Source: an optimization exercise on an open RTL-to-GDS flow (aim: small area and a short achievable clock period). Production flows keep margins and buffers that such runs may drop.
RTL that was checked went through simulation tests only; none was proved equivalent to the original.

==> module sra16, before the edit <==
module sra16 (
    input  wire [31:0] d,
    input  wire [3:0]  ha,
    input  wire [3:0]  hb,
    input  wire [3:0]  q,
    output wire [31:0] o
);
    wire [46:0] de = {{15{d[31]}}, d};
    wire [46:0] m;
    genvar k;
    generate
        for (k = 0; k < 22; k = k + 1) begin : lo
            assign m[k] = (ha[0] & de[k]) | (ha[1] & de[k+1]) | (ha[2] & de[k+2]) | (ha[3] & de[k+3]);
        end
        for (k = 22; k < 44; k = k + 1) begin : mid
            assign m[k] = (hb[0] & de[k]) | (hb[1] & de[k+1]) | (hb[2] & de[k+2]) | (hb[3] & de[k+3]);
        end
        for (k = 44; k < 47; k = k + 1) begin : hi
            assign m[k] = d[31];
        end
        for (k = 0; k < 32; k = k + 1) begin : out
            assign o[k] = (q[0] & m[k]) | (q[1] & m[k+4]) | (q[2] & m[k+8]) | (q[3] & m[k+12]);
        end
    endgenerate
endmodule
==> module cordic_cos, before the edit <==
module cordic_cos (
    input  wire        clk,
    input  wire        rst,
    input  wire [31:0] angle_in,
    output reg  [31:0] cos_out,
    output reg  [31:0] sin_out
);
    localparam [31:0] K = 32'h4DBA76D0;
    reg [4:0] c;
    wire load = c[4] & c[0];
    wire publ = c[4] & ~c[0];
    always @(posedge clk or posedge rst) begin
        if (rst)
            c <= 5'd17;
        else if (c[4])
            c <= c[0] ? 5'd0 : 5'd17;
        else
            c <= c + 5'd1;
    end
    reg [31:0] atan;
    always @(*) begin
        case (c[3:0])
            4'd0:  atan = 32'h3243F6A9;
            4'd1:  atan = 32'h1DAC6705;
            4'd2:  atan = 32'h0FADBAFC;
            4'd3:  atan = 32'h07F56EA6;
            4'd4:  atan = 32'h03FEAB76;
            4'd5:  atan = 32'h01FFD55B;
            4'd6:  atan = 32'h00FFFABA;
            4'd7:  atan = 32'h007FFFD5;
            4'd8:  atan = 32'h003FFFFF;
            4'd9:  atan = 32'h001FFFFF;
            4'd10: atan = 32'h000FFFFF;
            4'd11: atan = 32'h0007FFFF;
            4'd12: atan = 32'h0003FFFF;
            4'd13: atan = 32'h0001FFFF;
            4'd14: atan = 32'h0000FFFF;
            default: atan = 32'h00007FFF;
        endcase
    end
    wire [3:0] snext = (load | c[4]) ? 4'd0 : c[3:0] + 4'd1;
    wire [3:0] hn = 4'b0001 << snext[1:0];
    wire [3:0] qn = 4'b0001 << snext[3:2];
    reg  [3:0] hxa, hxbn, qx, qyn, hya, hybn;
    always @(posedge clk) begin
        hxa  <= hn;
        hxbn <= ~hn;
        qx   <= qn;
        qyn  <= ~qn;
    end
    always @(posedge clk or posedge rst) begin
        if (rst) begin
            hya  <= 4'b0000;
            hybn <= 4'b1111;
        end else begin
            hya  <= hn;
            hybn <= ~hn;
        end
    end
    reg [31:0] x, y, z;
    reg        zpos;
    wire [31:0] xs, ys;
    sra16 shx (.d(x), .ha(hxa), .hb(~hxbn), .q(qx), .o(xs));
    sra16 shy (.d(y), .ha(hya), .hb(~hybn), .q(~qyn), .o(ys));
    wire [31:0] sx = {32{zpos}};      
    wire [31:0] sy = {32{z[31]}};     
    wire [31:0] ax = x ^ sx, ay = y ^ sy, az = z ^ sx;
    wire [31:0] cx, cy;                          
    carries32 kx (.a(ax), .b(ys), .c(cx));
    carries32 ky (.a(ay), .b(xs), .c(cy));
    wire [31:0] cz;
    carries32 kz (.a(az), .b(atan), .c(cz));
    wire [31:0] xn = x ^ ys ^ cx;
    wire [31:0] yn = y ^ xs ^ cy;
    wire [31:0] zn = z ^ atan ^ cz;
    always @(posedge clk) begin
        if (load) begin
            zpos <= ~angle_in[31];
            x <= K;
            y <= 32'd0;
            z <= angle_in;
        end else begin
            x <= xn;
            y <= yn;
            zpos <= ~zn[31];
            z <= zn;
        end
    end
    always @(posedge clk or posedge rst) begin
        if (rst) begin
            cos_out <= 32'd0;
            sin_out <= 32'd0;
        end else if (publ) begin
            cos_out <= x;
            sin_out <= y;
        end
    end
endmodule
clock: 10.0 ns
lec_check: 0
cap_margin: 20
core_margin: 2
core_utilization: 40
slew_margin: 20
standard.sh (not shown) runs the stock make flow with config.mk's settings and CLKGATE_MAP_FILE= SYNTH_SCRIPT=/design/flow/synth_recipe.tcl, a recipe that flattens the netlist after the stock synthesis.
==> flow/flow/run.sh <==
#!/bin/bash
# The standard layout (standard.sh, with its config and SDC), with these changes:
# - synthesis runs ORFS's synth.tcl through flow/my_synth.tcl, which differs from
#   synth_recipe.tcl only in the ABC script: flow/abc_map.script (delay-driven
#   mapping) with the delay target in flow/abc_d.txt;
# - repair_timing aims for the setup margin in flow/margin.txt;
# - flow/make_args.txt: further ORFS variables, one per line (port buffer cell, ...).
# The clock period, SDC, reset and I/O constraints are the standard flow's own.
set -euo pipefail
W=$PWD
export MY_ABC_SCRIPT=$W/flow/abc_map.script
export MY_ABC_D=$(cat $W/flow/abc_d.txt)
M=$(cat $W/flow/margin.txt)
ARGS=()
while IFS= read -r line; do [ -n "$line" ] && ARGS+=("$line"); done < $W/flow/make_args.txt
bash $W/standard.sh SYNTH_SCRIPT=$W/flow/my_synth.tcl SETUP_SLACK_MARGIN=$M "${ARGS[@]}" \
  finish > $W/flow_standard.log 2>&1
==> flow/flow/abc_d.txt <==
2000
==> flow/flow/abc_map.script <==
strash
dch
map -B 0.9 {D}
topo
stime -c
buffer -c
upsize -c {D}
dnsize -c {D}
stime -c
==> flow/flow/make_args.txt <==
BUFFER_PORTS_ARGS=-buffer_cell sky130_fd_sc_hd__buf_1
CTS_ARGS=-sink_clustering_enable -repair_clock_nets -dont_use_dummy_load
==> flow/flow/margin.txt <==
6.8
==> flow/flow/my_synth.tcl <==
proc synth {args} { yosys synth -nofsm -noshare {*}$args }
proc abc {args} {
  set new {}
  set skip 0
  foreach a $args {
    if {$skip} { set skip 0; lappend new $::env(MY_ABC_SCRIPT); continue }
    if {$a eq "-script"} { set skip 1; lappend new $a; continue }
    lappend new $a
  }
  if {[info exists ::env(MY_ABC_D)]} {
    set i [lsearch $new -D]
    if {$i >= 0} { set new [lreplace $new $i [expr {$i+1}]] }
    lappend new -D $::env(MY_ABC_D)
  }
  puts "MY ABC: $new"
  yosys abc {*}$new
}
source $::env(SCRIPTS_DIR)/synth.tcl
# left out here: clear keep_hierarchy, flatten, clean up, hide names made inside functions, write 1_2_yosys.v
Edit:
--- a/flow/design.v
+++ b/flow/design.v
@@ -1,21 +1,17 @@
 `timescale 1ns/1ps
 module sra16 (
     input  wire [31:0] d,
-    input  wire [3:0]  ha,
-    input  wire [3:0]  hb,
+    input  wire [3:0]  h,
     input  wire [3:0]  q,
     output wire [31:0] o
 );
     wire [46:0] de = {{15{d[31]}}, d};
     wire [46:0] m;
     genvar k;
     generate
-        for (k = 0; k < 22; k = k + 1) begin : lo
-            assign m[k] = (ha[0] & de[k]) | (ha[1] & de[k+1]) | (ha[2] & de[k+2]) | (ha[3] & de[k+3]);
-        end
-        for (k = 22; k < 44; k = k + 1) begin : mid
-            assign m[k] = (hb[0] & de[k]) | (hb[1] & de[k+1]) | (hb[2] & de[k+2]) | (hb[3] & de[k+3]);
+        for (k = 0; k < 44; k = k + 1) begin : lo
+            assign m[k] = (h[0] & de[k]) | (h[1] & de[k+1]) | (h[2] & de[k+2]) | (h[3] & de[k+3]);
         end
         for (k = 44; k < 47; k = k + 1) begin : hi
             assign m[k] = d[31];
         end
@@ -99,29 +95,20 @@
     end
     wire [3:0] snext = (load | c[4]) ? 4'd0 : c[3:0] + 4'd1;
     wire [3:0] hn = 4'b0001 << snext[1:0];
     wire [3:0] qn = 4'b0001 << snext[3:2];
-    reg  [3:0] hxa, hxbn, qx, qyn, hya, hybn;
+    reg  [3:0] hx, qx, hyn, qyn;
     always @(posedge clk) begin
-        hxa  <= hn;
-        hxbn <= ~hn;
-        qx   <= qn;
-        qyn  <= ~qn;
-    end
-    always @(posedge clk or posedge rst) begin
-        if (rst) begin
-            hya  <= 4'b0000;
-            hybn <= 4'b1111;
-        end else begin
-            hya  <= hn;
-            hybn <= ~hn;
-        end
+        hx  <= hn;
+        qx  <= qn;
+        hyn <= ~hn;
+        qyn <= ~qn;
     end
     reg [31:0] x, y, z;
     reg        zpos;
     wire [31:0] xs, ys;
-    sra16 shx (.d(x), .ha(hxa), .hb(~hxbn), .q(qx), .o(xs));
-    sra16 shy (.d(y), .ha(hya), .hb(~hybn), .q(~qyn), .o(ys));
+    sra16 shx (.d(x), .h(hx), .q(qx), .o(xs));
+    sra16 shy (.d(y), .h(~hyn), .q(~qyn), .o(ys));
     wire [31:0] sx = {32{zpos}};      
     wire [31:0] sy = {32{z[31]}};     
     wire [31:0] ax = x ^ sx, ay = y ^ sy, az = z ^ sx;
     wire [31:0] cx, cy;                          
What happened:
- The new run finished clean
- via count is about the same
- routed wire length rises by about 2.6%
- flip-flop and latch count goes down by 8
- count of clock-buffer cells in the layout stays the same
- final cell count falls by 1.6%
- global-route usage increases by 1.3 points
- hold slack stays flat
- die area goes down by 2.7%
- maximum frequency decreases by 0.40%
- worst setup slack gets worse by 13 ps
No functional check of the RTL was part of the first run of this note.

-- port drivers added, routing unchanged --
The flow's constraints put no driver on any port. The routed layouts listed below were extracted and timed again, unchanged, in two steps. Step 1, drivers: a clkbuf_16 drives clk and a buf_2 each remaining input, both assumed. Step 2 adds t to the input delays and takes it off the output delays; t is the mean of the earliest and latest rising clock arrival at the registers after step 1. Input paths then give back, and output paths get back, about the clock's delay inside the block. a / b / c = no drivers / after step 1 / after step 2; a / b = the first two.
| run | t, ns | setup WS [ns] | hold WS [ns] | worst setup path at the end | pins driven straight from the clock port |
|---|---|---|---|---|---|
| the first run | 0.506 | 6.883 / 6.883 / 6.883 | 0.481 / 0.481 / 0.481 | register to register | 1 |
| the second run | 0.492 | 6.870 / 6.870 / 6.870 | 0.479 / 0.479 / 0.479 | register to register | 1 |
After both steps every run listed still meets setup and hold.
